Background: an optimization exercise with open tools, aiming at small area and a short achievable clock period. Do not read the settings as production practice. Function was checked by simulation only, so behaviour that the tests miss may differ from the original. No driver is modelled on the clock port, so clock power and skew are understated where the tree is cut down; a real chip needs a root buffer or a tree. Power figures rest on the tool's default switching activity, not on a simulated workload.

Setup of build 72:
==> flow/design.v <==
module CPU (clk, input_8bit, output_8bit, cmd_addr, cmd_8bit, rst);
  input  wire       clk;
  input  wire       rst;
  input  wire [7:0] input_8bit;
  input  wire [7:0] cmd_8bit;
  output wire [7:0] output_8bit;
  output reg  [7:0] cmd_addr;
  reg [7:0] r0, r1, r2, r3, r4, r5;
  reg       j;
  reg       b1, b2;
  wire [1:0] op = cmd_8bit[7:6];
  wire [2:0] s  = cmd_8bit[5:3];
  wire [2:0] d  = cmd_8bit[2:0];
  wire is_imm = (op == 2'b00);
  wire is_cal = (op == 2'b01);
  wire is_cpy = (op == 2'b10);
  wire is_cnd = (op == 2'b11);
  wire [6:0] q;
  genvar k;
  generate
    for (k = 0; k < 7; k = k + 1) begin : dec
      assign q[k] = (s == k);
    end
  endgenerate
  wire out_en_n;
  OVT_NEN uen (.op(op), .rst(rst), .d(d), .y(out_en_n));
  wire [7:0] bus;
  genvar i;
  generate
    for (i = 0; i < 8; i = i + 1) begin : src
      wire x01, x23, x45;
      wire x6 = ~(q[6] & input_8bit[i]);
      OVT_AOI22 u01 (.a(q[0]), .b(r0[i]), .c(q[1]), .d(r1[i]), .y(x01));
      OVT_AOI22 u23 (.a(q[2]), .b(r2[i]), .c(q[3]), .d(r3[i]), .y(x23));
      OVT_AOI22 u45 (.a(q[4]), .b(r4[i]), .c(q[5]), .d(r5[i]), .y(x45));
      OVT_AOI41 ub  (.a(x01), .b(x23), .c(x45), .d(x6), .e(rst), .y(bus[i]));
      OVT_AOI41 uo  (.a(x01), .b(x23), .c(x45), .d(x6), .e(out_en_n), .y(output_8bit[i]));
    end
  endgenerate
  wire [7:0] b   = r2 ^ {8{d[0]}};
  wire [7:0] sum = r1 + b + {7'd0, d[0]};
  wire       nd0 = ~d[0];
  wire       inv = d[0] ^ d[1];
  wire [7:0] lg;
  genvar m;
  generate
    for (m = 0; m < 8; m = m + 1) begin : logic_op
      OVT_LOGIC ul (.a(r1[m]), .b(r2[m]), .c(nd0), .x(inv), .y(lg[m]));
    end
  endgenerate
  wire z = (r3 == 8'd0);
  wire n = r3[7];
  wire t = d[2] ^ (d[0] & z | d[1] & n);
  wire jump = is_cnd & t;
  wire k_imm = ~rst & is_imm;
  wire k_cp0 = ~is_imm;
  wire [7:0] r0_in;
  generate
    for (m = 0; m < 8; m = m + 1) begin : r0_sel
      OVT_AO22 u0 (.a(k_imm), .b(cmd_8bit[m]), .c(k_cp0), .d(bus[m]), .y(r0_in[m]));
    end
  endgenerate
  wire k_sum = ~rst & is_cal & d[2] & ~d[1];
  wire k_lg  = ~rst & is_cal & ~d[2];
  wire k_bus = ~is_cal;
  wire [7:0] r3_in;
  generate
    for (m = 0; m < 8; m = m + 1) begin : r3_sel
      OVT_AO222 us (.a(k_sum), .b(sum[m]), .c(k_lg), .d(lg[m]), .e(k_bus), .f(bus[m]), .y(r3_in[m]));
    end
  endgenerate
  wire we0 = rst | is_imm | (is_cpy & d == 3'd0);
  wire we1 = rst | (is_cpy & d == 3'd1);
  wire we2 = rst | (is_cpy & d == 3'd2);
  wire we3 = rst | is_cal | (is_cpy & d == 3'd3);
  wire we4 = rst | (is_cpy & d == 3'd4);
  wire we5 = rst | (is_cpy & d == 3'd5);
  always @(posedge clk) begin
    if (we0) r0 <= r0_in;
    if (we1) r1 <= bus;
    if (we2) r2 <= bus;
    if (we3) r3 <= r3_in;
    if (we4) r4 <= bus;
    if (we5) r5 <= bus;
  end
  wire [7:0] a_inc = cmd_addr + {7'd0, ~(b1 | b2)};
  wire k_j   = ~rst & j;
  wire k_inc = ~rst & ~j;
  wire [7:0] a_next;
  generate
    for (m = 0; m < 8; m = m + 1) begin : a_sel
      OVT_AO22 ua (.a(k_j), .b(r0[m]), .c(k_inc), .d(a_inc[m]), .y(a_next[m]));
    end
  endgenerate
  always @(posedge clk) begin
    cmd_addr <= a_next;
    if (rst) begin
      j        <= 1'b0;
      b1       <= 1'b1;
      b2       <= 1'b0;
    end else begin
      j        <= jump;
      b1       <= 1'b0;
      b2       <= b1;
    end
  end
endmodule
module OVT_AOI22 (a, b, c, d, y);
  input  wire a, b, c, d;
  output wire y;
  assign y = ~(a & b | c & d);
endmodule
module OVT_AOI41 (a, b, c, d, e, y);
  input  wire a, b, c, d, e;
  output wire y;
  assign y = ~(a & b & c & d | e);
endmodule
module OVT_NEN (op, rst, d, y);
  input  wire [1:0] op;
  input  wire       rst;
  input  wire [2:0] d;
  output wire       y;
  assign y = ~(op[1] & ~op[0] & ~rst & d[2] & d[1] & ~d[0]);
endmodule
module OVT_LOGIC (a, b, c, x, y);
  input  wire a, b, c, x;
  output wire y;
  assign y = (a & b | a & c | b & c) ^ x;
endmodule
module OVT_AO222 (a, b, c, d, e, f, y);
  input  wire a, b, c, d, e, f;
  output wire y;
  assign y = a & b | c & d | e & f;
endmodule
module OVT_AO22 (a, b, c, d, y);
  input  wire a, b, c, d;
  output wire y;
  assign y = a & b | c & d;
endmodule
Settings: LEC_CHECK=0, CAP_MARGIN=20, CORE_MARGIN=2, CORE_UTILIZATION=55, SETUP_SLACK_MARGIN=2.5, SLEW_MARGIN=20; clock period 6.0 ns.
standard.sh (not shown) runs the stock make flow with config.mk's settings and CLKGATE_MAP_FILE= SYNTH_SCRIPT=/design/flow/synth_recipe.tcl, a recipe that flattens the netlist after the stock synthesis.
==> flow/flow/run.sh <==
#!/bin/bash
# Own layout flow: the standard ORFS flow (standard.sh), with these changes:
#  - synthesis is the standard flow's synthesis script unchanged except for the abc script
#    (flow/abc.script, an area-oriented mapping) and any extra abc options
#    in flow/abc_args (cells abc may not use); registers are mapped by the
#    same dfflibmap step before abc, so their names and cells are unchanged;
#  - extra ORFS make variables, one per line, from flow/make_args
#    (port buffer cell, clock tree options, kept modules); @W@ in a line
#    stands for the work folder.
#  - optionally (flow/late_margin) a different setup slack margin for the
#    steps after clock tree synthesis.
# Every tool's output goes to flow.log (and flow_finish.log) in the work folder, and ORFS writes its
# own per-step logs under orfs/logs.
set -euo pipefail
W=$(pwd)
extra=""
[[ -f "$W/flow/abc_args" ]] && extra=$(tr '\n' ' ' < "$W/flow/abc_args")
sed 's#log_cmd abc {\*}\$abc_args#log_cmd abc -script '"$W"'/flow/abc.script {*}[lrange $abc_args 2 end] '"$extra"'#' \
  "$FLOW_HOME/scripts/synth.tcl" > "$W/my_synth.tcl"
grep -q 'flow/abc.script' "$W/my_synth.tcl"
sed "s#source \$::env(SCRIPTS_DIR)/synth.tcl#source $W/my_synth.tcl#" "$W/synth_recipe.tcl" > "$W/my_synth_recipe.tcl"
grep -q 'my_synth.tcl' "$W/my_synth_recipe.tcl"
sed "s#SYNTH_SCRIPT=[^ ]*#SYNTH_SCRIPT=$W/my_synth_recipe.tcl#" "$W/standard.sh" > "$W/my_standard.sh"
grep -q 'my_synth_recipe.tcl' "$W/my_standard.sh"
args=()
if [[ -f "$W/flow/make_args" ]]; then
  while IFS= read -r line; do
    [[ -n "$line" && "$line" != \#* ]] && args+=("${line//@W@/$W}")
  done < "$W/flow/make_args"
fi
if [[ -f "$W/flow/late_margin" ]]; then
  # up to clock tree synthesis with config.mk's SETUP_SLACK_MARGIN, the rest
  # (global route's repair) with the margin in flow/late_margin
  bash "$W/my_standard.sh" "${args[@]}" cts > "$W/flow.log" 2>&1
  bash "$W/my_standard.sh" "${args[@]}" "SETUP_SLACK_MARGIN=$(tr -d ' \n' < "$W/flow/late_margin")" finish > "$W/flow_finish.log" 2>&1
else
  bash "$W/my_standard.sh" "${args[@]}" finish > "$W/flow.log" 2>&1
fi
==> flow/flow/make_args <==
BUFFER_PORTS_ARGS=-buffer_cell sky130_fd_sc_hd__buf_4
PRE_CTS_TCL=@W@/flow/pre_cts.tcl
SYNTH_KEEP_MODULES=OVT_AOI22 OVT_AOI41 OVT_NEN OVT_LOGIC OVT_AO222 OVT_AO22
REMOVE_ABC_BUFFERS=1
Other scripts of this flow, unchanged in this note and not shown: flow/flow/abc.script, flow/flow/late_margin, flow/flow/pre_cts.tcl
For build 78, these inputs were changed with respect to build 72:
==> flow/flow/make_args <==
BUFFER_PORTS_ARGS=-buffer_cell sky130_fd_sc_hd__buf_1
PRE_CTS_TCL=@W@/flow/pre_cts.tcl
SYNTH_KEEP_MODULES=OVT_AOI22 OVT_AOI41 OVT_NEN OVT_LOGIC OVT_AO222 OVT_AO22
REMOVE_ABC_BUFFERS=1
MATCH_CELL_FOOTPRINT=0
==> comparison <==
Against build 72, build 78 reports a arrival time at the worst endpoint that is lower. Delta (build 78 minus build 72): detailed-route wire length saw an increase, final critical-path setup slack grew by 0.045 ns. The worst slack on hold paths reported for build 78 is smaller than that of build 72 by 0.018 ns. In the reports for build 72 and build 78, the larger total chip power belongs to build 72. For the core utilization, build 78 came in 0.48 points lower than build 72 did. Going from build 72 to build 78, share of the final layout cell area in sequential cells increased 0.34 points; via count has decreased. Compared with build 72, build 78 shows a number of optimization iterations in the first detailed-route pass that is 1 higher. Compared with build 72, in build 78 wire length on met1 higher; non-filler instance count after layout saw an increase.
The following lists how build 89 was set up differently from build 78:
- CORE_UTILIZATION: 55 -> 40
==> flow/flow/make_args <==
BUFFER_PORTS_ARGS=-buffer_cell sky130_fd_sc_hd__buf_2
PRE_CTS_TCL=@W@/flow/pre_cts.tcl
SYNTH_KEEP_MODULES=OVT_AOI22 OVT_AOI41 OVT_NEN OVT_LOGIC OVT_AO222 OVT_AO22
REMOVE_ABC_BUFFERS=1
Findings:
Going from build 78 to build 89, part of the power in the clock network has increased; net switching component of the power now sits lower; total number of multi-input combinational cells flat; switching fraction of total power level.
Share of power burned in combinational logic: build 89 < build 78
For the number of buffer and inverter stages on the critical path, build 89 came in 1 lower than build 78 did.
Summary of build 89 over build 78: cell leakage power increased about 9%, final non-filler cell area increased 48 um^2, core outline area increased 2200 um^2, global-route wire length before repair essentially unchanged.
Diff build 78..build 89 | ratio of final minimum period to clock period | negligible
In every run of this note, the design's own scripts or RTL, not TritonCTS, make the clock network.


// CPU: RTL as listed in full above, without the edits since
==> flow/config.mk <==
export PLATFORM = sky130hd
export DESIGN_NAME = CPU
export DESIGN_NICKNAME = CPU
export VERILOG_FILES = /design/flow/design.v
export SDC_FILE = /design/flow/constraint.sdc
export NUM_CORES = 4
export LEC_CHECK = 0
export CAP_MARGIN = 20
export CORE_MARGIN = 2
export CORE_UTILIZATION = 40
export SETUP_SLACK_MARGIN = 2.6
export SLEW_MARGIN = 20
==> flow/constraint.sdc <==
create_clock -name core_clock -period 6.0 [get_ports {clk}]
set_input_delay 1.2000 -clock core_clock [delete_from_list [all_inputs] [get_ports {clk}]]
set_output_delay 1.2000 -clock core_clock [all_outputs]
set_load 0.01 [all_outputs]
==> flow/flow/abc.script <==
strash
&get -n
&dch
&nf -R 1000 -p
&put
==> flow/flow/late_margin <==
2.4
==> flow/flow/make_args <==
BUFFER_PORTS_ARGS=-buffer_cell sky130_fd_sc_hd__buf_2
PRE_CTS_TCL=@W@/flow/pre_cts.tcl
SYNTH_KEEP_MODULES=OVT_AOI22 OVT_AOI41 OVT_NEN OVT_LOGIC OVT_AO222 OVT_AO22
REMOVE_ABC_BUFFERS=1
==> flow/flow/pre_cts.tcl <==
# Sourced by ORFS's cts.tcl before clock_tree_synthesis (PRE_CTS_TCL).
# The design has 65 flip-flops close together.  Instead of TritonCTS's
# H-tree, the flip-flops are split into four groups by location (halves in
# x, then halves in y) and the clock port drives one clock buffer per group,
# placed at the group's centroid; clock_tree_synthesis is then a no-op.
set pre_cts_buf [expr {[info exists ::env(PRE_CTS_BUF)] ? $::env(PRE_CTS_BUF) : "sky130_fd_sc_hd__clkbuf_8"}]
set block [ord::get_db_block]
set clk_master [[ord::get_db] findMaster $pre_cts_buf]
set clk_net [$block findNet clk]
set sinks {}
foreach it [$clk_net getITerms] {
  set box [[$it getInst] getBBox]
  lappend sinks [list $it [expr {([$box xMin] + [$box xMax]) / 2}] [expr {([$box yMin] + [$box yMax]) / 2}]]
}
proc pre_cts_halves { items idx } {
  set s [lsort -integer -index $idx $items]
  set h [expr {[llength $s] / 2}]
  return [list [lrange $s 0 [expr {$h - 1}]] [lrange $s $h end]]
}
set groups {}
foreach half [pre_cts_halves $sinks 1] {
  foreach quarter [pre_cts_halves $half 2] { lappend groups $quarter }
}
set g 0
foreach group $groups {
  set sx 0
  set sy 0
  foreach s $group {
    set sx [expr {$sx + [lindex $s 1]}]
    set sy [expr {$sy + [lindex $s 2]}]
  }
  set n [llength $group]
  set buf [odb::dbInst_create $block $clk_master clkbuf_g$g]
  set net [odb::dbNet_create $block clk_g$g]
  $net setSigType CLOCK
  foreach s $group {
    set it [lindex $s 0]
    $it disconnect
    $it connect $net
  }
  [$buf findITerm A] connect $clk_net
  [$buf findITerm X] connect $net
  $buf setLocation [expr {$sx / $n}] [expr {$sy / $n}]
  $buf setPlacementStatus PLACED
  puts "pre_cts.tcl: clkbuf_g$g ($pre_cts_buf) drives $n clock pins"
  incr g
}
proc clock_tree_synthesis { args } {
  puts "pre_cts.tcl: clock_tree_synthesis skipped (one clock buffer per flip-flop group)"
}
Scripts as last shown in full above: flow/flow/run.sh
The starting point finished clean.
Next try:
CORE_UTILIZATION = 55   (was 40)
SETUP_SLACK_MARGIN = 2.5   (was 2.6)
Register-to-register slack loses 40 ps.
Worst setup slack loses 100 ps.
Total power shrinks by 1.5%.
Die area came out lower by 26%.
Fmax drops by 2.9%.
Clock skew went up by 7.0 ps.
Sequential cell count does not change.
Wire length decreases by 0.35%.
Area after synthesis is unchanged.
In every run of this note, the design's own scripts or RTL, not TritonCTS, make the clock network.


// CPU: RTL as listed in full above, without the edits since
Settings: LEC_CHECK=0, CAP_MARGIN=20, CORE_MARGIN=2, CORE_UTILIZATION=55, SETUP_SLACK_MARGIN=2.5, SLEW_MARGIN=20; clock period 6.0 ns.
==> flow/flow/abc.script <==
strash
&get -n
&st
&dch -f
&nf -R 1000 -p
&put
strash
&get -n
&st
&dch -f
&nf -R 1000 -p
&put
strash
&get -n
&dch -f
&nf -R 1000 -p
&put
==> flow/flow/late_margin <==
2.3
Scripts as last shown in full above: flow/flow/run.sh, flow/flow/make_args, flow/flow/pre_cts.tcl
Edit:
==> flow/flow/abc.script (replaced) <==
strash
&get -n
&dch
&nf -R 1000 -p
&put
--- a/flow/config.mk
+++ b/flow/config.mk
@@ -8,5 +8,5 @@
 export CAP_MARGIN = 20
 export CORE_MARGIN = 2
-export CORE_UTILIZATION = 55
+export CORE_UTILIZATION = 65
 export SETUP_SLACK_MARGIN = 2.5
 export SLEW_MARGIN = 20
Sequential cell count stays the same.
Global-route usage rose by 2.3 points.
Routed wire length fell by about 6%.
Power fell by about 1.2%.
Final area fell by 1.9%.
Fmax rose by 0.68%.
Sequential power hardly moves.
Critical path depth is unchanged.
Core utilization rose by 10 points.
Die area fell by 15%.
Combinational power fell by about 4%.
In every run of this note, the design's own scripts or RTL, not TritonCTS, make the clock network.


Setup of v41:
Starts from the design.v that is shown in full above.
Settings: LEC_CHECK=0, CAP_MARGIN=20, CORE_MARGIN=2, CORE_UTILIZATION=55, SETUP_SLACK_MARGIN=2.5, SLEW_MARGIN=20; clock period 6.0 ns.
==> flow/flow/abc.script <==
strash
&get -n
&dch
&nf -R 1000 -p
&put
==> flow/flow/make_args <==
BUFFER_PORTS_ARGS=-buffer_cell sky130_fd_sc_hd__buf_2
PRE_CTS_TCL=@W@/flow/pre_cts.tcl
SYNTH_KEEP_MODULES=OVT_AOI22 OVT_AOI41 OVT_NEN OVT_LOGIC OVT_AO222 OVT_AO22
REMOVE_ABC_BUFFERS=1
MATCH_CELL_FOOTPRINT=0
Scripts as last shown in full above: flow/flow/run.sh, flow/flow/late_margin, flow/flow/pre_cts.tcl
v41 finished all stages; the layout is clean.
diff inputs: v41 => v3
-- flow/flow/make_args --
<<< v41, line 5
MATCH_CELL_FOOTPRINT=0
>>> v3, line 5
--- outcome ---
v41 and v3 ended up with nearly the same clock network fraction of design power.
Relative to v41, utilization has gone down in v3.
Status: power parity (v41, v3)
Fmax: v3 higher than v41
On final design area excluding fillers, v3 tracks v41 almost exactly.
Relative area change from synthesis to final layout: higher on v41
Inputs modified between v3 and v45:
- swapping 2.5 for 2.45 in SETUP_SLACK_MARGIN
- swapping 55 for 40 in CORE_UTILIZATION
Results
- Of v3 and v45, v3 shows the lower final non-filler cell area, with v45 above it.
- Reported for v3 and v45, area after synthesis turned out identical to the last digit.
- Number of rows in the core area delta for v45 relative to v3: 19% higher
Input-level comparison between v35 and v45:
- changing CORE_UTILIZATION from 40 to 55
- changing SETUP_SLACK_MARGIN from 2.45 to 2.5
-- flow/flow/abc.script --
<<< v45, line 3
&dch
>>> v35, line 3
&fraig -x
&put
scorr
dc2
dretime
strash
&get -n
&dch -f
[summary]
- When the final numbers for v45 and v35 were put side by side, the fraction of final layout cells with drive strength greater than 1 turned out to be greater in v35.
- v35 ends up with lower relative contribution of the clock network to total power than v45 does.
- v35 and v45 ended up with roughly the same leakage power summed over all cells.
- In terms of fraction of the mapped netlist area in compound gates, v45 and v35 differ only marginally.
- Going from v45 to v35, the setup slack after layout was found to have gone up by 44 ps.
- Comparing v35 with v45, the synthesized area per cell came out essentially unchanged.
No run of this note takes its clock network from TritonCTS; it comes from the design's own scripts or RTL.

static timing again, ports no longer ideal:
How much do the figures lean on ideal ports? The routed layouts below were timed once more, with nothing changed but the port constraints.
Step 1, drivers: a clkbuf_16 drives clk and a buf_2 each remaining input, both assumed.
Step 2 moves the port delays by t, midway between the first and last clock arrival at a register: inputs arrive t later, outputs are due t later. That takes back most of the time a late clock gives input paths.
Three values: no drivers, after step 1, after step 2; two values: the first two.
run | t (ns) | slack for setup (ns) | worst register clock-pin slew, ns | worst slew at a driven data input, ns | pins driven straight from the clock port
build 72 | 0.211 | 2.414 / 2.382 / 2.382 | 0.10 / 0.10 | 0.04 | 4
build 78 | 0.205 | 2.458 / 2.437 / 2.437 | 0.10 / 0.10 | 0.03 | 4
build 89 | 0.207 | 2.459 / 2.429 / 2.429 | 0.09 / 0.09 | 0.03 | 4
the first run of note 2 | 0.208 | 2.568 / 2.533 / 2.533 | 0.09 / 0.09 | 0.04 | 4
the second run of note 2 | 0.209 | 2.466 / 2.435 / 2.435 | 0.10 / 0.10 | 0.05 | 4
the first run of note 3 | 0.210 | 2.412 / 2.385 / 2.385 | 0.09 / 0.09 | 0.04 | 4
the second run of note 3 | 0.202 | 2.436 / 2.413 / 2.413 | 0.10 / 0.10 | 0.04 | 4
v41 | 0.211 | 2.459 / 2.401 / 2.401 | 0.09 / 0.09 | 0.06 | 4
v3 | 0.209 | 2.487 / 2.449 / 2.449 | 0.10 / 0.10 | 0.05 | 4
v45 | 0.207 | 2.407 / 2.385 / 2.385 | 0.09 / 0.09 | 0.03 | 4
v35 | 0.209 | 2.452 / 2.431 / 2.405 | 0.09 / 0.09 | 0.09 | 4
After both steps every run listed still meets setup and hold. For v41, which loses most, drivers alone change the setup slack by -0.058 ns; drivers and shift together by -0.058 ns.
